Context: an optimization exercise on an open-source flow, tuned for small area. The choices shown serve that exercise and are no tape-out recipe.
No functional check of the RTL was part of this run.
Power figures rest on the tool's default switching activity, not on a simulated workload.

File: flow/config.mk
export PLATFORM = sky130hd
export DESIGN_NAME = filtro_fir
export DESIGN_NICKNAME = filtro_fir
export VERILOG_FILES = /design/flow/design.v
export SDC_FILE = /design/flow/constraint.sdc
export NUM_CORES = 4
export LEC_CHECK = 0
export CAP_MARGIN = 20
export CORE_MARGIN = 2
export CORE_UTILIZATION = 55
export CTS_BUF_LIST = sky130_fd_sc_hd__clkbuf_2 sky130_fd_sc_hd__clkbuf_4
export CTS_CLUSTER_DIAMETER = 60
export CTS_CLUSTER_SIZE = 20
export SLEW_MARGIN = 20
export SYNTH_HIERARCHICAL = 1
export SYNTH_MINIMUM_KEEP_SIZE = 0
File: flow/constraint.sdc
create_clock -name core_clock -period 5.5 [get_ports {clk}]
set_input_delay 1.1000 -clock core_clock [delete_from_list [all_inputs] [get_ports {clk}]]
set_output_delay 1.1000 -clock core_clock [all_outputs]
set_load 0.01 [all_outputs]
File: flow/design.v
module SatTruncFP
  #(
    parameter	NB_XI  	= 20,
    parameter	NBF_XI	= 12,
    parameter	NB_XO	= 8,
    parameter	NBF_XO	= 6
    )
   (
    input [(NB_XI)-1:0]  i_data,
    output [(NB_XO)-1:0] o_data
    );
   localparam	NBI_XI	=	NB_XI	-	NBF_XI;
   localparam	NBI_XO	=	NB_XO	-	NBF_XO;
   wire [NB_XO-1:0] 	 aux_Sat;
   wire [NBF_XO-1:0] 	 aux_trunc;
   wire 		 condicion;
   wire [NB_XO-1:0] 	 resultado1;
   wire [NB_XO-1:0] 	 resultado2;
	generate
	   if (NBF_XI >= NBF_XO)
	     begin
		assign	aux_trunc = i_data[(NBF_XI-1):(NBF_XI - NBF_XO)];
	     end
	   else
	     begin
		assign	aux_trunc = {i_data[NBF_XI-1:0],{(NBF_XO - NBF_XI){1'b0}}};
	     end
	   if (NBI_XI > NBI_XO)
	     begin
		assign	condicion		=	(i_data[(NB_XI-2)-:(NBI_XI-NBI_XO)] == {(NBI_XI-NBI_XO){i_data[NB_XI-1]}});
		assign	resultado1		=	{i_data[(NB_XI-1)],{(NB_XO-1){~i_data[(NB_XI-1)]}}};
		assign	resultado2		=	{i_data[(NB_XI-1)],i_data[NBF_XI +:NBI_XO-1],aux_trunc};
		assign	aux_Sat			=	condicion	?	resultado2	:	resultado1;
	     end
	   else
	     begin
		if (NBI_XO == NBI_XI)
                  assign  aux_Sat = {i_data[(NB_XI-1)-:NBI_XI],aux_trunc};
		else
		  assign  aux_Sat	= {{(NBI_XO - NBI_XI){i_data[NB_XI-1]}},i_data[(NB_XI-1)-:NBI_XI],aux_trunc};
	     end
	endgenerate
   assign	o_data=aux_Sat;
endmodule
module filtro_fir
  #(
    parameter WW_INPUT  = 8,
    parameter WW_OUTPUT = 8
    )
   (
    input                         clk,
    input                         i_en,
    input                         i_srst,
    input  signed [ WW_INPUT-1:0] i_data,
    output signed [WW_OUTPUT-1:0] o_data
    );
  reg  [7:0] d1;  wire [7:0] dn1;
  reg  [7:0] d2;  wire [7:0] dn2;
  reg  [7:0] d3;  wire [7:0] dn3;
  reg  [7:0] d4;  wire [7:0] dn4;
  reg  [7:0] d5;  wire [7:0] dn5;
  reg  [7:0] d6;  wire [7:0] dn6;
  reg  [7:0] d7;  wire [7:0] dn7;
  reg  [7:0] d8;  wire [7:0] dn8;
  reg  [7:0] d9;  wire [7:0] dn9;
  reg  [7:0] d10;  wire [7:0] dn10;
  reg  [7:0] d11;  wire [7:0] dn11;
  reg  [7:0] d12;  wire [7:0] dn12;
  reg  [7:0] d13;  wire [7:0] dn13;
  reg  [7:0] d14;  wire [7:0] dn14;
  wire ld = i_en & ~i_srst;     
  wire hd = ~i_en & ~i_srst;    
  wire hs = ~ld;                
  wire ls = ~hd;                
  wire f264 = ~i_data[0];
  fir_dl_k1 u_dl1_0 (.hs(hs), .ls(ls), .a(f264), .q(d1[0]), .n(dn1[0]));
  wire f265 = ~i_data[1];
  fir_dl_k1 u_dl1_1 (.hs(hs), .ls(ls), .a(f265), .q(d1[1]), .n(dn1[1]));
  wire f266 = ~i_data[2];
  fir_dl_k1 u_dl1_2 (.hs(hs), .ls(ls), .a(f266), .q(d1[2]), .n(dn1[2]));
  wire f267 = ~i_data[3];
  fir_dl_k1 u_dl1_3 (.hs(hs), .ls(ls), .a(f267), .q(d1[3]), .n(dn1[3]));
  wire f268 = ~i_data[4];
  fir_dl_k1 u_dl1_4 (.hs(hs), .ls(ls), .a(f268), .q(d1[4]), .n(dn1[4]));
  wire f269 = ~i_data[5];
  fir_dl_k1 u_dl1_5 (.hs(hs), .ls(ls), .a(f269), .q(d1[5]), .n(dn1[5]));
  wire f270 = ~i_data[6];
  fir_dl_k1 u_dl1_6 (.hs(hs), .ls(ls), .a(f270), .q(d1[6]), .n(dn1[6]));
  fir_dl_k0 u_dl1_7 (.ld(ld), .hd(hd), .a(i_data[7]), .q(d1[7]), .n(dn1[7]));
  fir_dl_k1 u_dl2_0 (.hs(hs), .ls(ls), .a(d1[0]), .q(d2[0]), .n(dn2[0]));
  fir_dl_k1 u_dl2_1 (.hs(hs), .ls(ls), .a(d1[1]), .q(d2[1]), .n(dn2[1]));
  fir_dl_k1 u_dl2_2 (.hs(hs), .ls(ls), .a(d1[2]), .q(d2[2]), .n(dn2[2]));
  fir_dl_k1 u_dl2_3 (.hs(hs), .ls(ls), .a(d1[3]), .q(d2[3]), .n(dn2[3]));
  fir_dl_k1 u_dl2_4 (.hs(hs), .ls(ls), .a(d1[4]), .q(d2[4]), .n(dn2[4]));
  fir_dl_k1 u_dl2_5 (.hs(hs), .ls(ls), .a(d1[5]), .q(d2[5]), .n(dn2[5]));
  fir_dl_k1 u_dl2_6 (.hs(hs), .ls(ls), .a(d1[6]), .q(d2[6]), .n(dn2[6]));
  fir_dl_k0 u_dl2_7 (.ld(ld), .hd(hd), .a(d1[7]), .q(d2[7]), .n(dn2[7]));
  fir_dl_k1 u_dl3_0 (.hs(hs), .ls(ls), .a(d2[0]), .q(d3[0]), .n(dn3[0]));
  fir_dl_k1 u_dl3_1 (.hs(hs), .ls(ls), .a(d2[1]), .q(d3[1]), .n(dn3[1]));
  fir_dl_k1 u_dl3_2 (.hs(hs), .ls(ls), .a(d2[2]), .q(d3[2]), .n(dn3[2]));
  fir_dl_k1 u_dl3_3 (.hs(hs), .ls(ls), .a(d2[3]), .q(d3[3]), .n(dn3[3]));
  fir_dl_k1 u_dl3_4 (.hs(hs), .ls(ls), .a(d2[4]), .q(d3[4]), .n(dn3[4]));
  fir_dl_k1 u_dl3_5 (.hs(hs), .ls(ls), .a(d2[5]), .q(d3[5]), .n(dn3[5]));
  fir_dl_k1 u_dl3_6 (.hs(hs), .ls(ls), .a(d2[6]), .q(d3[6]), .n(dn3[6]));
  fir_dl_k0 u_dl3_7 (.ld(ld), .hd(hd), .a(d2[7]), .q(d3[7]), .n(dn3[7]));
  wire f271 = ~d3[0];
  fir_dl_k0 u_dl4_0 (.ld(ld), .hd(hd), .a(f271), .q(d4[0]), .n(dn4[0]));
  wire f272 = ~d3[1];
  fir_dl_k0 u_dl4_1 (.ld(ld), .hd(hd), .a(f272), .q(d4[1]), .n(dn4[1]));
  wire f273 = ~d3[2];
  fir_dl_k0 u_dl4_2 (.ld(ld), .hd(hd), .a(f273), .q(d4[2]), .n(dn4[2]));
  wire f274 = ~d3[3];
  fir_dl_k0 u_dl4_3 (.ld(ld), .hd(hd), .a(f274), .q(d4[3]), .n(dn4[3]));
  wire f275 = ~d3[4];
  fir_dl_k0 u_dl4_4 (.ld(ld), .hd(hd), .a(f275), .q(d4[4]), .n(dn4[4]));
  wire f276 = ~d3[5];
  fir_dl_k0 u_dl4_5 (.ld(ld), .hd(hd), .a(f276), .q(d4[5]), .n(dn4[5]));
  wire f277 = ~d3[6];
  fir_dl_k0 u_dl4_6 (.ld(ld), .hd(hd), .a(f277), .q(d4[6]), .n(dn4[6]));
  wire f278 = ~d3[7];
  fir_dl_k1 u_dl4_7 (.hs(hs), .ls(ls), .a(f278), .q(d4[7]), .n(dn4[7]));
  fir_dl_k0 u_dl5_0 (.ld(ld), .hd(hd), .a(d4[0]), .q(d5[0]), .n(dn5[0]));
  fir_dl_k0 u_dl5_1 (.ld(ld), .hd(hd), .a(d4[1]), .q(d5[1]), .n(dn5[1]));
  fir_dl_k0 u_dl5_2 (.ld(ld), .hd(hd), .a(d4[2]), .q(d5[2]), .n(dn5[2]));
  fir_dl_k0 u_dl5_3 (.ld(ld), .hd(hd), .a(d4[3]), .q(d5[3]), .n(dn5[3]));
  fir_dl_k0 u_dl5_4 (.ld(ld), .hd(hd), .a(d4[4]), .q(d5[4]), .n(dn5[4]));
  fir_dl_k0 u_dl5_5 (.ld(ld), .hd(hd), .a(d4[5]), .q(d5[5]), .n(dn5[5]));
  fir_dl_k0 u_dl5_6 (.ld(ld), .hd(hd), .a(d4[6]), .q(d5[6]), .n(dn5[6]));
  fir_dl_k1 u_dl5_7 (.hs(hs), .ls(ls), .a(d4[7]), .q(d5[7]), .n(dn5[7]));
  fir_dl_k0 u_dl6_0 (.ld(ld), .hd(hd), .a(d5[0]), .q(d6[0]), .n(dn6[0]));
  fir_dl_k0 u_dl6_1 (.ld(ld), .hd(hd), .a(d5[1]), .q(d6[1]), .n(dn6[1]));
  fir_dl_k0 u_dl6_2 (.ld(ld), .hd(hd), .a(d5[2]), .q(d6[2]), .n(dn6[2]));
  fir_dl_k0 u_dl6_3 (.ld(ld), .hd(hd), .a(d5[3]), .q(d6[3]), .n(dn6[3]));
  fir_dl_k0 u_dl6_4 (.ld(ld), .hd(hd), .a(d5[4]), .q(d6[4]), .n(dn6[4]));
  fir_dl_k0 u_dl6_5 (.ld(ld), .hd(hd), .a(d5[5]), .q(d6[5]), .n(dn6[5]));
  fir_dl_k0 u_dl6_6 (.ld(ld), .hd(hd), .a(d5[6]), .q(d6[6]), .n(dn6[6]));
  fir_dl_k1 u_dl6_7 (.hs(hs), .ls(ls), .a(d5[7]), .q(d6[7]), .n(dn6[7]));
  fir_dl_k0 u_dl7_0 (.ld(ld), .hd(hd), .a(d6[0]), .q(d7[0]), .n(dn7[0]));
  fir_dl_k0 u_dl7_1 (.ld(ld), .hd(hd), .a(d6[1]), .q(d7[1]), .n(dn7[1]));
  fir_dl_k0 u_dl7_2 (.ld(ld), .hd(hd), .a(d6[2]), .q(d7[2]), .n(dn7[2]));
  fir_dl_k0 u_dl7_3 (.ld(ld), .hd(hd), .a(d6[3]), .q(d7[3]), .n(dn7[3]));
  fir_dl_k0 u_dl7_4 (.ld(ld), .hd(hd), .a(d6[4]), .q(d7[4]), .n(dn7[4]));
  fir_dl_k0 u_dl7_5 (.ld(ld), .hd(hd), .a(d6[5]), .q(d7[5]), .n(dn7[5]));
  fir_dl_k0 u_dl7_6 (.ld(ld), .hd(hd), .a(d6[6]), .q(d7[6]), .n(dn7[6]));
  fir_dl_k1 u_dl7_7 (.hs(hs), .ls(ls), .a(d6[7]), .q(d7[7]), .n(dn7[7]));
  fir_dl_k0 u_dl8_0 (.ld(ld), .hd(hd), .a(d7[0]), .q(d8[0]), .n(dn8[0]));
  fir_dl_k0 u_dl8_1 (.ld(ld), .hd(hd), .a(d7[1]), .q(d8[1]), .n(dn8[1]));
  fir_dl_k0 u_dl8_2 (.ld(ld), .hd(hd), .a(d7[2]), .q(d8[2]), .n(dn8[2]));
  fir_dl_k0 u_dl8_3 (.ld(ld), .hd(hd), .a(d7[3]), .q(d8[3]), .n(dn8[3]));
  fir_dl_k0 u_dl8_4 (.ld(ld), .hd(hd), .a(d7[4]), .q(d8[4]), .n(dn8[4]));
  fir_dl_k0 u_dl8_5 (.ld(ld), .hd(hd), .a(d7[5]), .q(d8[5]), .n(dn8[5]));
  fir_dl_k0 u_dl8_6 (.ld(ld), .hd(hd), .a(d7[6]), .q(d8[6]), .n(dn8[6]));
  fir_dl_k1 u_dl8_7 (.hs(hs), .ls(ls), .a(d7[7]), .q(d8[7]), .n(dn8[7]));
  fir_dl_k0 u_dl9_0 (.ld(ld), .hd(hd), .a(d8[0]), .q(d9[0]), .n(dn9[0]));
  fir_dl_k0 u_dl9_1 (.ld(ld), .hd(hd), .a(d8[1]), .q(d9[1]), .n(dn9[1]));
  fir_dl_k0 u_dl9_2 (.ld(ld), .hd(hd), .a(d8[2]), .q(d9[2]), .n(dn9[2]));
  fir_dl_k0 u_dl9_3 (.ld(ld), .hd(hd), .a(d8[3]), .q(d9[3]), .n(dn9[3]));
  fir_dl_k0 u_dl9_4 (.ld(ld), .hd(hd), .a(d8[4]), .q(d9[4]), .n(dn9[4]));
  fir_dl_k0 u_dl9_5 (.ld(ld), .hd(hd), .a(d8[5]), .q(d9[5]), .n(dn9[5]));
  fir_dl_k0 u_dl9_6 (.ld(ld), .hd(hd), .a(d8[6]), .q(d9[6]), .n(dn9[6]));
  fir_dl_k1 u_dl9_7 (.hs(hs), .ls(ls), .a(d8[7]), .q(d9[7]), .n(dn9[7]));
  fir_dl_k0 u_dl10_0 (.ld(ld), .hd(hd), .a(d9[0]), .q(d10[0]), .n(dn10[0]));
  fir_dl_k0 u_dl10_1 (.ld(ld), .hd(hd), .a(d9[1]), .q(d10[1]), .n(dn10[1]));
  fir_dl_k0 u_dl10_2 (.ld(ld), .hd(hd), .a(d9[2]), .q(d10[2]), .n(dn10[2]));
  fir_dl_k0 u_dl10_3 (.ld(ld), .hd(hd), .a(d9[3]), .q(d10[3]), .n(dn10[3]));
  fir_dl_k0 u_dl10_4 (.ld(ld), .hd(hd), .a(d9[4]), .q(d10[4]), .n(dn10[4]));
  fir_dl_k0 u_dl10_5 (.ld(ld), .hd(hd), .a(d9[5]), .q(d10[5]), .n(dn10[5]));
  fir_dl_k0 u_dl10_6 (.ld(ld), .hd(hd), .a(d9[6]), .q(d10[6]), .n(dn10[6]));
  fir_dl_k1 u_dl10_7 (.hs(hs), .ls(ls), .a(d9[7]), .q(d10[7]), .n(dn10[7]));
  fir_dl_k0 u_dl11_0 (.ld(ld), .hd(hd), .a(d10[0]), .q(d11[0]), .n(dn11[0]));
  fir_dl_k0 u_dl11_1 (.ld(ld), .hd(hd), .a(d10[1]), .q(d11[1]), .n(dn11[1]));
  fir_dl_k0 u_dl11_2 (.ld(ld), .hd(hd), .a(d10[2]), .q(d11[2]), .n(dn11[2]));
  fir_dl_k0 u_dl11_3 (.ld(ld), .hd(hd), .a(d10[3]), .q(d11[3]), .n(dn11[3]));
  fir_dl_k0 u_dl11_4 (.ld(ld), .hd(hd), .a(d10[4]), .q(d11[4]), .n(dn11[4]));
  fir_dl_k0 u_dl11_5 (.ld(ld), .hd(hd), .a(d10[5]), .q(d11[5]), .n(dn11[5]));
  fir_dl_k0 u_dl11_6 (.ld(ld), .hd(hd), .a(d10[6]), .q(d11[6]), .n(dn11[6]));
  fir_dl_k1 u_dl11_7 (.hs(hs), .ls(ls), .a(d10[7]), .q(d11[7]), .n(dn11[7]));
  wire f279 = ~d11[0];
  fir_dl_k1 u_dl12_0 (.hs(hs), .ls(ls), .a(f279), .q(d12[0]), .n(dn12[0]));
  wire f280 = ~d11[1];
  fir_dl_k1 u_dl12_1 (.hs(hs), .ls(ls), .a(f280), .q(d12[1]), .n(dn12[1]));
  wire f281 = ~d11[2];
  fir_dl_k1 u_dl12_2 (.hs(hs), .ls(ls), .a(f281), .q(d12[2]), .n(dn12[2]));
  wire f282 = ~d11[3];
  fir_dl_k1 u_dl12_3 (.hs(hs), .ls(ls), .a(f282), .q(d12[3]), .n(dn12[3]));
  wire f283 = ~d11[4];
  fir_dl_k1 u_dl12_4 (.hs(hs), .ls(ls), .a(f283), .q(d12[4]), .n(dn12[4]));
  wire f284 = ~d11[5];
  fir_dl_k1 u_dl12_5 (.hs(hs), .ls(ls), .a(f284), .q(d12[5]), .n(dn12[5]));
  wire f285 = ~d11[6];
  fir_dl_k1 u_dl12_6 (.hs(hs), .ls(ls), .a(f285), .q(d12[6]), .n(dn12[6]));
  wire f286 = ~d11[7];
  fir_dl_k0 u_dl12_7 (.ld(ld), .hd(hd), .a(f286), .q(d12[7]), .n(dn12[7]));
  fir_dl_k1 u_dl13_0 (.hs(hs), .ls(ls), .a(d12[0]), .q(d13[0]), .n(dn13[0]));
  fir_dl_k1 u_dl13_1 (.hs(hs), .ls(ls), .a(d12[1]), .q(d13[1]), .n(dn13[1]));
  fir_dl_k1 u_dl13_2 (.hs(hs), .ls(ls), .a(d12[2]), .q(d13[2]), .n(dn13[2]));
  fir_dl_k1 u_dl13_3 (.hs(hs), .ls(ls), .a(d12[3]), .q(d13[3]), .n(dn13[3]));
  fir_dl_k1 u_dl13_4 (.hs(hs), .ls(ls), .a(d12[4]), .q(d13[4]), .n(dn13[4]));
  fir_dl_k1 u_dl13_5 (.hs(hs), .ls(ls), .a(d12[5]), .q(d13[5]), .n(dn13[5]));
  fir_dl_k1 u_dl13_6 (.hs(hs), .ls(ls), .a(d12[6]), .q(d13[6]), .n(dn13[6]));
  fir_dl_k0 u_dl13_7 (.ld(ld), .hd(hd), .a(d12[7]), .q(d13[7]), .n(dn13[7]));
  fir_dl_k1 u_dl14_0 (.hs(hs), .ls(ls), .a(d13[0]), .q(d14[0]), .n(dn14[0]));
  fir_dl_k1 u_dl14_1 (.hs(hs), .ls(ls), .a(d13[1]), .q(d14[1]), .n(dn14[1]));
  fir_dl_k1 u_dl14_2 (.hs(hs), .ls(ls), .a(d13[2]), .q(d14[2]), .n(dn14[2]));
  fir_dl_k1 u_dl14_3 (.hs(hs), .ls(ls), .a(d13[3]), .q(d14[3]), .n(dn14[3]));
  fir_dl_k1 u_dl14_4 (.hs(hs), .ls(ls), .a(d13[4]), .q(d14[4]), .n(dn14[4]));
  fir_dl_k1 u_dl14_5 (.hs(hs), .ls(ls), .a(d13[5]), .q(d14[5]), .n(dn14[5]));
  fir_dl_k1 u_dl14_6 (.hs(hs), .ls(ls), .a(d13[6]), .q(d14[6]), .n(dn14[6]));
  fir_dl_k0 u_dl14_7 (.ld(ld), .hd(hd), .a(d13[7]), .q(d14[7]), .n(dn14[7]));
  always @(posedge clk) begin
    d1 <= dn1;
    d2 <= dn2;
    d3 <= dn3;
    d4 <= dn4;
    d5 <= dn5;
    d6 <= dn6;
    d7 <= dn7;
    d8 <= dn8;
    d9 <= dn9;
    d10 <= dn10;
    d11 <= dn11;
    d12 <= dn12;
    d13 <= dn13;
    d14 <= dn14;
  end
  wire s1, c2;
  fir_ha u_s1 (.a(d4[0]), .b(d10[0]), .s(s1), .co(c2));
  wire s3, c4;
  fir_fa u_s3 (.a(d4[1]), .b(d10[1]), .c(c2), .s(s3), .co(c4));
  wire s5, c6;
  fir_fa u_s5 (.a(d4[2]), .b(d10[2]), .c(c4), .s(s5), .co(c6));
  wire s7, c8;
  fir_fa u_s7 (.a(d4[3]), .b(d10[3]), .c(c6), .s(s7), .co(c8));
  wire s9, c10;
  fir_fa u_s9 (.a(d4[4]), .b(d10[4]), .c(c8), .s(s9), .co(c10));
  wire s11, c12;
  fir_fa u_s11 (.a(d4[5]), .b(d10[5]), .c(c10), .s(s11), .co(c12));
  wire s13, c14;
  fir_fa u_s13 (.a(d4[6]), .b(d10[6]), .c(c12), .s(s13), .co(c14));
  wire s15, c16;
  fir_fa u_s15 (.a(d4[7]), .b(d10[7]), .c(c14), .s(s15), .co(c16));
  wire s17, c18;
  fir_ha u_s17 (.a(d6[0]), .b(d8[0]), .s(s17), .co(c18));
  wire s19, c20;
  fir_fa u_s19 (.a(d6[1]), .b(d8[1]), .c(c18), .s(s19), .co(c20));
  wire s21, c22;
  fir_fa u_s21 (.a(d6[2]), .b(d8[2]), .c(c20), .s(s21), .co(c22));
  wire s23, c24;
  fir_fa u_s23 (.a(d6[3]), .b(d8[3]), .c(c22), .s(s23), .co(c24));
  wire s25, c26;
  fir_fa u_s25 (.a(d6[4]), .b(d8[4]), .c(c24), .s(s25), .co(c26));
  wire s27, c28;
  fir_fa u_s27 (.a(d6[5]), .b(d8[5]), .c(c26), .s(s27), .co(c28));
  wire s29, c30;
  fir_fa u_s29 (.a(d6[6]), .b(d8[6]), .c(c28), .s(s29), .co(c30));
  wire s31, c32;
  fir_fa u_s31 (.a(d6[7]), .b(d8[7]), .c(c30), .s(s31), .co(c32));
  wire i33 = ~s17;
  wire s34, c35;
  fir_ha u_s34 (.a(s1), .b(i33), .s(s34), .co(c35));
  wire i36 = ~s19;
  wire s37, c38;
  fir_fa u_s37 (.a(s3), .b(i36), .c(c35), .s(s37), .co(c38));
  wire i39 = ~s21;
  wire s40, c41;
  fir_fa u_s40 (.a(s5), .b(i39), .c(c38), .s(s40), .co(c41));
  wire i42 = ~s23;
  wire s43, c44;
  fir_fa u_s43 (.a(s7), .b(i42), .c(c41), .s(s43), .co(c44));
  wire i45 = ~s25;
  wire s46, c47;
  fir_fa u_s46 (.a(s9), .b(i45), .c(c44), .s(s46), .co(c47));
  wire i48 = ~s27;
  wire s49, c50;
  fir_fa u_s49 (.a(s11), .b(i48), .c(c47), .s(s49), .co(c50));
  wire i51 = ~s29;
  wire s52, c53;
  fir_fa u_s52 (.a(s13), .b(i51), .c(c50), .s(s52), .co(c53));
  wire i54 = ~s31;
  wire s55, c56;
  fir_fa u_s55 (.a(s15), .b(i54), .c(c53), .s(s55), .co(c56));
  wire i57 = ~c32;
  wire s58, c59;
  fir_fa u_s58 (.a(c16), .b(i57), .c(c56), .s(s58), .co(c59));
  wire s60, c61;
  fir_fa u_s60 (.a(d12[0]), .b(d13[0]), .c(d14[0]), .s(s60), .co(c61));
  wire s62, c63;
  fir_xnor u_s62 (.a(d1[0]), .b(d2[0]), .y(s62));
  fir_or u_c63 (.a(d1[0]), .b(d2[0]), .y(c63));
  wire s64, c65;
  fir_fa u_s64 (.a(s62), .b(s60), .c(s34), .s(s64), .co(c65));
  wire s66, c67;
  fir_fa u_s66 (.a(d12[1]), .b(d13[1]), .c(d14[1]), .s(s66), .co(c67));
  wire s68, c69;
  fir_fa u_s68 (.a(d1[1]), .b(d2[1]), .c(c63), .s(s68), .co(c69));
  wire s70, c71;
  fir_fa u_s70 (.a(c61), .b(s66), .c(s34), .s(s70), .co(c71));
  wire s72, c73;
  fir_fa u_s72 (.a(s68), .b(c65), .c(s70), .s(s72), .co(c73));
  wire i74 = ~i_data[1];
  wire s75, c76;
  fir_fa u_s75 (.a(i74), .b(s37), .c(s72), .s(s75), .co(c76));
  wire s77, c78;
  fir_fa u_s77 (.a(d12[2]), .b(d13[2]), .c(d14[2]), .s(s77), .co(c78));
  wire s79, c80;
  fir_fa u_s79 (.a(d1[2]), .b(d2[2]), .c(c67), .s(s79), .co(c80));
  wire s81, c82;
  fir_fa u_s81 (.a(s77), .b(c69), .c(s79), .s(s81), .co(c82));
  wire s83, c84;
  fir_fa u_s83 (.a(c71), .b(s81), .c(s37), .s(s83), .co(c84));
  wire s85, c86;
  fir_fa u_s85 (.a(c73), .b(s40), .c(s83), .s(s85), .co(c86));
  wire i87 = ~i_data[2];
  wire s88, c89;
  fir_fa u_s88 (.a(i87), .b(c76), .c(s85), .s(s88), .co(c89));
  wire s90, c91;
  fir_fa u_s90 (.a(d12[3]), .b(d13[3]), .c(d14[3]), .s(s90), .co(c91));
  wire s92, c93;
  fir_fa u_s92 (.a(d1[3]), .b(d2[3]), .c(d5[0]), .s(s92), .co(c93));
  wire s94, c95;
  fir_fa u_s94 (.a(d9[0]), .b(c78), .c(s90), .s(s94), .co(c95));
  wire s96, c97;
  fir_fa u_s96 (.a(s92), .b(c80), .c(s94), .s(s96), .co(c97));
  wire i98 = ~c82;
  wire s99, c100;
  fir_ha u_s99 (.a(i_data[3]), .b(i98), .s(s99), .co(c100));
  wire s101, c102;
  fir_fa u_s101 (.a(s96), .b(c84), .c(s40), .s(s101), .co(c102));
  wire s103, c104;
  fir_fa u_s103 (.a(s43), .b(c86), .c(s101), .s(s103), .co(c104));
  wire i105 = ~s99;
  wire s106, c107;
  fir_fa u_s106 (.a(i105), .b(c89), .c(s103), .s(s106), .co(c107));
  wire s108, c109;
  fir_fa u_s108 (.a(d12[4]), .b(d13[4]), .c(d14[4]), .s(s108), .co(c109));
  wire s110, c111;
  fir_fa u_s110 (.a(d1[4]), .b(d2[4]), .c(d5[1]), .s(s110), .co(c111));
  wire s112, c113;
  fir_fa u_s112 (.a(d7[0]), .b(d9[1]), .c(s17), .s(s112), .co(c113));
  wire s114, c115;
  fir_fa u_s114 (.a(c91), .b(c93), .c(s108), .s(s114), .co(c115));
  wire s116, c117;
  fir_fa u_s116 (.a(s110), .b(s112), .c(c95), .s(s116), .co(c117));
  wire s118, c119;
  fir_fa u_s118 (.a(s114), .b(c97), .c(s116), .s(s118), .co(c119));
  wire s120, c121;
  fir_fa u_s120 (.a(s118), .b(c102), .c(s43), .s(s120), .co(c121));
  wire s122, c123;
  fir_fa u_s122 (.a(s46), .b(c104), .c(s120), .s(s122), .co(c123));
  wire i124 = ~c107;
  wire s125, c126;
  fir_fa u_s125 (.a(i_data[4]), .b(c100), .c(i124), .s(s125), .co(c126));
  wire s127, c128;
  fir_fa u_s127 (.a(d12[5]), .b(d13[5]), .c(d14[5]), .s(s127), .co(c128));
  wire s129, c130;
  fir_fa u_s129 (.a(d1[5]), .b(d2[5]), .c(d5[2]), .s(s129), .co(c130));
  wire s131, c132;
  fir_fa u_s131 (.a(d7[1]), .b(d9[2]), .c(c109), .s(s131), .co(c132));
  wire s133, c134;
  fir_fa u_s133 (.a(c111), .b(s127), .c(s129), .s(s133), .co(c134));
  wire s135, c136;
  fir_fa u_s135 (.a(c113), .b(s19), .c(c115), .s(s135), .co(c136));
  wire s137, c138;
  fir_fa u_s137 (.a(s131), .b(s133), .c(c117), .s(s137), .co(c138));
  wire s139, c140;
  fir_fa u_s139 (.a(s135), .b(c119), .c(s137), .s(s139), .co(c140));
  wire s141, c142;
  fir_fa u_s141 (.a(s139), .b(c121), .c(s46), .s(s141), .co(c142));
  wire s143, c144;
  fir_fa u_s143 (.a(s49), .b(c123), .c(s141), .s(s143), .co(c144));
  wire i145 = ~s143;
  wire s146, c147;
  fir_fa u_s146 (.a(i_data[5]), .b(i145), .c(c126), .s(s146), .co(c147));
  wire s148, c149;
  fir_fa u_s148 (.a(d12[6]), .b(d13[6]), .c(d14[6]), .s(s148), .co(c149));
  wire s150, c151;
  fir_fa u_s150 (.a(d1[6]), .b(d2[6]), .c(d5[3]), .s(s150), .co(c151));
  wire s152, c153;
  fir_fa u_s152 (.a(d7[2]), .b(d9[3]), .c(c128), .s(s152), .co(c153));
  wire s154, c155;
  fir_fa u_s154 (.a(c130), .b(s148), .c(s150), .s(s154), .co(c155));
  wire s156, c157;
  fir_fa u_s156 (.a(c132), .b(c134), .c(s152), .s(s156), .co(c157));
  wire s158, c159;
  fir_fa u_s158 (.a(s154), .b(s21), .c(c136), .s(s158), .co(c159));
  wire s160, c161;
  fir_fa u_s160 (.a(s156), .b(c138), .c(s158), .s(s160), .co(c161));
  wire i162 = ~i_data[6];
  wire s163, c164;
  fir_fa u_s163 (.a(i162), .b(c140), .c(s160), .s(s163), .co(c164));
  wire s165, c166;
  fir_fa u_s165 (.a(s163), .b(c142), .c(s49), .s(s165), .co(c166));
  wire s167, c168;
  fir_fa u_s167 (.a(s52), .b(c144), .c(s165), .s(s167), .co(c168));
  wire s169, c170;
  fir_fa u_s169 (.a(d12[7]), .b(d13[7]), .c(d14[7]), .s(s169), .co(c170));
  wire s171, c172;
  fir_fa u_s171 (.a(d1[7]), .b(d2[7]), .c(d5[4]), .s(s171), .co(c172));
  wire s173, c174;
  fir_fa u_s173 (.a(d7[3]), .b(d9[4]), .c(c149), .s(s173), .co(c174));
  wire s175, c176;
  fir_fa u_s175 (.a(c151), .b(s169), .c(s171), .s(s175), .co(c176));
  wire s177, c178;
  fir_fa u_s177 (.a(c153), .b(c155), .c(s173), .s(s177), .co(c178));
  wire s179, c180;
  fir_fa u_s179 (.a(s175), .b(i_data[7]), .c(c157), .s(s179), .co(c180));
  wire s181, c182;
  fir_fa u_s181 (.a(s177), .b(s23), .c(c159), .s(s181), .co(c182));
  wire s183, c184;
  fir_fa u_s183 (.a(s179), .b(c161), .c(s181), .s(s183), .co(c184));
  wire s185, c186;
  fir_fa u_s185 (.a(c164), .b(s183), .c(c166), .s(s185), .co(c186));
  wire s187, c188;
  fir_fa u_s187 (.a(s52), .b(s55), .c(c168), .s(s187), .co(c188));
  wire s189, c190;
  fir_fa u_s189 (.a(d5[5]), .b(d7[4]), .c(d9[5]), .s(s189), .co(c190));
  wire s191, c192;
  fir_fa u_s191 (.a(c170), .b(c172), .c(s189), .s(s191), .co(c192));
  wire s193, c194;
  fir_fa u_s193 (.a(c174), .b(c176), .c(s191), .s(s193), .co(c194));
  wire s195, c196;
  fir_fa u_s195 (.a(c178), .b(s193), .c(c180), .s(s195), .co(c196));
  wire s197, c198;
  fir_fa u_s197 (.a(s25), .b(c182), .c(s195), .s(s197), .co(c198));
  wire s199, c200;
  fir_xnor u_s199 (.a(c184), .b(s197), .y(s199));
  fir_or u_c200 (.a(c184), .b(s197), .y(c200));
  wire s201, c202;
  fir_fa u_s201 (.a(s199), .b(c186), .c(s55), .s(s201), .co(c202));
  wire s203, c204;
  fir_fa u_s203 (.a(s58), .b(c188), .c(s201), .s(s203), .co(c204));
  wire s205, c206;
  fir_fa u_s205 (.a(d5[6]), .b(d7[5]), .c(d9[6]), .s(s205), .co(c206));
  wire s207, c208;
  fir_xnor u_s207 (.a(c190), .b(s205), .y(s207));
  fir_or u_c208 (.a(c190), .b(s205), .y(c208));
  wire s209, c210;
  fir_fa u_s209 (.a(s207), .b(c192), .c(c194), .s(s209), .co(c210));
  wire s211, c212;
  fir_fa u_s211 (.a(s209), .b(c196), .c(s27), .s(s211), .co(c212));
  wire s213, c214;
  fir_fa u_s213 (.a(c198), .b(s211), .c(c200), .s(s213), .co(c214));
  wire s215, c216;
  fir_fa u_s215 (.a(s213), .b(c59), .c(c202), .s(s215), .co(c216));
  wire s217, c218;
  fir_fa u_s217 (.a(s58), .b(c204), .c(s215), .s(s217), .co(c218));
  wire s219, c220;
  fir_fa u_s219 (.a(d5[7]), .b(d7[6]), .c(d9[7]), .s(s219), .co(c220));
  wire s221, c222;
  fir_xnor u_s221 (.a(c206), .b(s219), .y(s221));
  fir_or u_c222 (.a(c206), .b(s219), .y(c222));
  wire s223, c224;
  fir_fa u_s223 (.a(c208), .b(s221), .c(c210), .s(s223), .co(c224));
  wire s225, c226;
  fir_fa u_s225 (.a(s223), .b(c212), .c(s29), .s(s225), .co(c226));
  wire s227, c228;
  fir_fa u_s227 (.a(s225), .b(c214), .c(c59), .s(s227), .co(c228));
  wire s229, c230;
  fir_ha u_s229 (.a(c216), .b(s227), .s(s229), .co(c230));
  wire s231, c232;
  fir_fa u_s231 (.a(d7[7]), .b(c220), .c(c222), .s(s231), .co(c232));
  wire s233, c234;
  fir_fa u_s233 (.a(s231), .b(c224), .c(c226), .s(s233), .co(c234));
  wire s235, c236;
  fir_fa u_s235 (.a(s31), .b(s233), .c(c228), .s(s235), .co(c236));
  wire s237, c238;
  fir_xnor u_s237 (.a(c232), .b(c32), .y(s237));
  fir_or u_c238 (.a(c232), .b(c32), .y(c238));
  wire s239, c240;
  fir_ha u_s239 (.a(s237), .b(c234), .s(s239), .co(c240));
  wire c241 = ~i_data[0] & s64;
  wire c242 = s75 & c241;
  wire c243 = s88 & c242;
  wire c244 = s106 & c243;
  wire c245;
  fir_maj u_c245 (.a(s122), .b(~s125), .c(c244), .y(c245));
  wire c246 = ~s146 & c245;
  reg  r1r0_6;
  reg  r1r1_6;
  reg  r1r0_7;
  reg  r1r1_7;
  reg  r1r0_8;
  reg  r1r0_9;
  reg  r1r0_10;
  reg  r1r1_10;
  reg  r1r0_11;
  reg  r1r1_11;
  reg  r1r0_12;
  reg  r1r1_12;
  reg  r1r0_13;
  reg  r1r1_13;
  reg  r1c;
  always @(posedge clk) begin
    r1r0_6 <= s167;
    r1r1_6 <= ~c147;
    r1r0_7 <= s185;
    r1r1_7 <= s187;
    r1r0_8 <= s203;
    r1r0_9 <= s217;
    r1r0_10 <= s229;
    r1r1_10 <= c218;
    r1r0_11 <= c230;
    r1r1_11 <= s235;
    r1r0_12 <= s239;
    r1r1_12 <= c236;
    r1r0_13 <= c238;
    r1r1_13 <= c240;
    r1c <= c246;
  end
  wire s247, c248;
  fir_fa u_s247 (.a(r1r0_6), .b(r1r1_6), .c(r1c), .s(s247), .co(c248));
  wire s249, c250;
  fir_fa u_s249 (.a(r1r0_7), .b(r1r1_7), .c(c248), .s(s249), .co(c250));
  wire s251, c252;
  fir_ha u_s251 (.a(r1r0_8), .b(c250), .s(s251), .co(c252));
  wire s253, c254;
  fir_ha u_s253 (.a(r1r0_9), .b(c252), .s(s253), .co(c254));
  wire s255, c256;
  fir_fa u_s255 (.a(r1r0_10), .b(r1r1_10), .c(c254), .s(s255), .co(c256));
  wire s257, c258;
  fir_fa u_s257 (.a(r1r0_11), .b(r1r1_11), .c(c256), .s(s257), .co(c258));
  wire s259, c260;
  fir_fa u_s259 (.a(r1r0_12), .b(r1r1_12), .c(c258), .s(s259), .co(c260));
  wire s261, c262;
  fir_fa u_s261 (.a(r1r0_13), .b(r1r1_13), .c(c260), .s(s261), .co(c262));
  wire i263 = ~c262;
  wire [8:0] q = {i263, s261, s259, s257, s255, s253, s251, s249, s247};
  wire [7:0] sat;
  SatTruncFP #(.NB_XI(9), .NBF_XI(6), .NB_XO(8), .NBF_XO(6))
    u_sat (.i_data(q), .o_data(sat));
  reg  [7:0] r2, r3;
  always @(posedge clk) begin
    r2 <= sat;
    r3 <= r2;
  end
  assign o_data = r3;
endmodule
module fir_fa (input a, input b, input c, output s, output co);
  assign s  = a ^ b ^ c;
  assign co = (a & b) | (c & (a ^ b));
endmodule
module fir_ha (input a, input b, output s, output co);
  assign s  = a ^ b;
  assign co = a & b;
endmodule
module fir_maj (input a, input b, input c, output y);
  assign y = (a & b) | (c & (a | b));
endmodule
module fir_xnor (input a, input b, output y);
  assign y = ~(a ^ b);
endmodule
module fir_or (input a, input b, output y);
  assign y = a | b;
endmodule
module fir_dl_k0 (input ld, input hd, input a, input q, output n);   
  assign n = (ld & a) | (hd & q);
endmodule
module fir_dl_k1 (input hs, input ls, input a, input q, output n);   
  assign n = (a | hs) & (q | ls);
endmodule
File: flow/flow/run.sh
#!/bin/bash
# Layout flow: the standard flow (standard.sh, unchanged synthesis), with two
# changes to how the layout is built:
#  - clock tree synthesis without dummy loads (clock buffers clkbuf_2/clkbuf_4),
#  - port buffers of the smallest buffer cell.
# Each tool's output goes to standard.log here (ORFS's own logs are under orfs/logs).
set -euo pipefail
bash standard.sh \
  CTS_ARGS="-sink_clustering_enable -repair_clock_nets -dont_use_dummy_load -sink_clustering_size 20 -sink_clustering_max_diameter 60 -buf_list {sky130_fd_sc_hd__clkbuf_2 sky130_fd_sc_hd__clkbuf_4}" \
  BUFFER_PORTS_ARGS="-buffer_cell sky130_fd_sc_hd__buf_1" \
  finish > standard.log 2>&1
File: flow/standard.sh
#!/bin/bash
# synth_recipe.tcl (not shown) runs the flow's synth.tcl, then flattens the netlist and writes it again
# the make line also repeats each setting of config.mk as NAME=value (left out here)
make -C /OpenROAD-flow-scripts/flow DESIGN_CONFIG=/design/flow/config.mk WORK_HOME=/design/flow/orfs CLKGATE_MAP_FILE= SYNTH_SCRIPT=/design/flow/synth_recipe.tcl "${@:-finish}"
==> run summary <==
## through the flow
stage          area [µm²]  hold slack (ns)
2_1_floorplan        6480            0.310
3_3_place_gp         6840            0.310
3_5_place_dp         6840            0.312
4_1_cts              6990            0.325
5_1_grt              7080            0.324
6_report             7080            0.324
## modules after synthesis (local to each module, per instance), a selection
module / cells / cell area (µm²)
fir_or: 1 / 6.26
fir_ha: 1 / 12.5
fir_dl_k1: 1 / 8.76
fir_xnor: 1 / 8.76
filtro_fir: 189 / 3060
fir_maj: 1 / 11.3
fir_dl_k0: 1 / 8.76
fir_fa: 1 / 20.0
## power by group
| group | switching (mW) | internal [mW] |
|---|---|---|
| Sequential | 0.0361 | 1.15 |
| Combinational | 0.289 | 0.231 |
| Clock | 0.302 | 0.141 |
## worst max-delay path by stage
stage	endpoint	cells after the start
final	r1r0_9$_DFF_P_	13
after global routing	r1r0_9$_DFF_P_	13
after CTS	r1r0_9$_DFF_P_	12
after detailed placement	r1r0_9$_DFF_P_	12
after global placement	r1r0_9$_DFF_P_	12
after floorplan	r1r0_9$_DFF_P_	12
## cells in the final DEF, fill, tap and decap left out, types with 4 or more instances in the layout
| master | netlist | final |
|---|---|---|
| buf_4 | 1 | 20 |
| xnor2_1 | 5 | 5 |
| o21ai_0 | 4 | 4 |
| ha_1 | 8 | 8 |
| clkbuf_4 | 0 | 17 |
| inv_1 | 40 | 39 |
| or2_1 | 5 | 5 |
| buf_1 | 0 | 18 |
| fa_1 | 107 | 80 |
| o22a_1 | 50 | 50 |
| fa_2 | 0 | 27 |
| nand2_1 | 7 | 7 |
| nor2_1 | 7 | 7 |
| dfxtp_1 | 143 | 141 |
| a22o_1 | 62 | 62 |
## worst max-delay path, stage by stage, from the launching register on
cell and delay, ns:
dfxtp_2 0.34, ha_1 0.20, fa_2 0.38, fa_2 0.40, fa_2 0.36, fa_2 0.35
fa_1 0.39, fa_1 0.41, fa_1 0.52, inv_1 0.06, fa_2 0.55, fa_2 0.45
fa_2 0.37, fa_1 0.44
## what timing repair did
item	in CTS	in global routing
setup endpoints to repair	2	2
gates cloned	0	0
pin swaps	2	14
gates resized for setup	11	14
setup buffers	0	3
## layout make-up
cell class              instances  share of cell area (%)
multi-input cells             264                    49.5
flip-flops and latches        143                    40.5
repair buffers                 39                    3.47
well taps                     143                    2.53
inverters                      41                    2.17
clock buffers                  17                    1.80
## kinds of logic (layout without fill, tap and decap cells)
logic type	Yosys count	in the layout
XOR/XNOR	5	5
flip-flops	143	143
buffers and inverters	43	97
AO/OA/AOI/OAI	119	119
AND/OR/NAND/NOR	24	24
adder cells (fa/ha/maj)	116	116
## metal layers
layer	vias up	wire [µm]	GRT usage, %
li1	1677	-	-
met1	1821	5120	26.9
met2	42	5480	30.8
met3	20	280	5.24
met4	0	243	8.29
met5	-	0	0
==> flow_summary.json <==
{
  "crit_path_end_kind": "flip-flop",
  "synth_top_area_cell": "dfxtp_1",
  "grt_max_degree": 63,
  "p_leak_nw": 2.70,
  "rsz0062_at_grt": "no",
  "synth_top_family_by_area": "adder cells",
  "ys_types": 21,
  "synth_area_leaders": "dfxtp_1, fa_1, a22o_1",
  "fin_nets": 632,
  "initial_utilization_pct": 56.4,
  "worstSetupStartpointType": "flip-flop",
  "ir_drop_v": 0.000325,
  "ctsHoldBuffers": 0,
  "drt_first_iter_violations": 127,
  "drv_slew": 0,
  "fill_cells": 938,
  "yosys_warnings": 7,
  "gp_congestion": 0.739,
  "syn_area_um2": 6470,
  "numClockSinks": 143,
  "cts_tree": "yes",
  "worst_hold_path.endpoint": "r3[3]$_DFF_P_",
  "synth_most_common_cell": "dfxtp_1",
  "dieArea_um2": 12600,
  "total_power_mw": 2.15,
  "clkTransAtPathRegs_ns": 0.11,
  "io_buffers": 18,
  "final_cells": 647,
  "multi_input_area_um2": 3510,
  "worstSkewPairLatency_ns": 0.54,
  "r2r_end": "r1r0_9$_DFF_P_",
  "remaining_drc_errors": 0,
  "drt_wl_total_mm": 11.1,
  "dp.cells": 626,
  "period_minus_slack_ns": 5.35,
  "clock_skew_ns": 0.0250,
  "overflow": 0,
  "drtPass1Iterations": 4,
  "cts_buffers": 17,
  "synthTopCellsByCount": "dfxtp_1, fa_1, a22o_1",
  "hold_viol": 0,
  "wl_per_cell_um": 17.2,
  "vias": 3560,
  "clock_path_buffers": 2,
  "synthAdderAreaFrac_pct": 34.8,
  "regToRegSetupSlack_ns": 0.15,
  "arrival_ns": 5.76,
  "antenna_found_initial": 0,
  "cp_max_fo": 2,
  "synth-seq-cells": 143,
  "synth_seq_area_share_pct": 44.2,
  "yosys_most_used_dff": "dfxtp_1",
  "synth_area_per_cell_um2": 14.4,
  "synth_xor_area_share_pct": 0.677,
  "area_growth_pct": 9.36,
  "setup_tns_ns": 0,
  "clockRootBuffer": "clkbuf_4",
  "required_ns": 5.91,
  "min_period_over_period_pct": 97.3,
  "yosysTopAreaCellShare_pct": 44.2,
  "die_h_um": 112,
  "syn-num-nets": 576,
  "synth_cells": 450,
  "worstRegToRegCells": 13,
  "hp-class": "reg2reg",
  "regArea_um2": 2870,
  "status": "timing/DRC/antenna clean",
  "ys_async_sr_fraction_pct": 0,
  "htree_levels": 4,
  "worst_pin_slew_ns": 0.677,
  "slew_headroom_pct": 54.9,
  "cap_viol_max_count": 0,
  "core_um2": 11500,
  "yosys-mux-area-fraction_pct": 0,
  "criticalPathCategory": "reg2reg",
  "synth_edf_count": 0,
  "rows": 39,
  "grt_pass1_wl_mm": 19.1,
  "vias_per_cell": 5.50,
  "hpwl_mm": 8.17,
  "fmax_ghz": 0.187,
  "die_w_um": 112,
  "hold_path.startpoint": "r2[3]$_DFF_P_",
  "ant_nets": 0,
  "io_pins": 19,
  "synth-compound-area-share_pct": 15.7,
  "cellPowerDensity_nw_per_um2": 303,
  "timing.rr.start": "d8[0]$_DFF_P_",
  "min_delay_path_depth": 0,
  "grt_pass1_vias": 3787,
  "utilization_pct": 61.7,
  "drive_gt1_share_pct": 14.3,
  "antenna_cells": 0,
  "startpoint": "d8[0]$_DFF_P_",
  "preCtsSetupSlack_ns": -0.109,
  "setup_viol": 0,
  "synth-simple-area-share_pct": 1.89,
  "setup_ws_ns": 0.150,
  "grt_usage_pct": 19.9
}

-- port drivers added, routing unchanged --
In the flow no input, the clock included, has a driving cell. The finished layout below was timed again as built, in two steps.
Step 1 sets driving cells, clkbuf_16 on the clock port and buf_2 on the other inputs (assumed; they add their load-dependent delay and slew).
Step 2 adds t to the input delays and takes it off the output delays; t is the mean of the earliest and latest rising clock arrival at the registers after step 1. Input paths then give back, and output paths get back, about the clock's delay inside the block.
Slacks: ideal / step 1 / step 2; pairs: ideal / step 1.
shift t [ns]: 0.556
setup slack, ns: 0.150 / 0.150 / 0.150
worst setup path after step 2: register to register
pins driven straight from the clock port: 1
After both steps setup and hold are still met in this run. For this run, drivers alone change the setup slack by 0.000 ns; drivers and shift together by 0.000 ns.
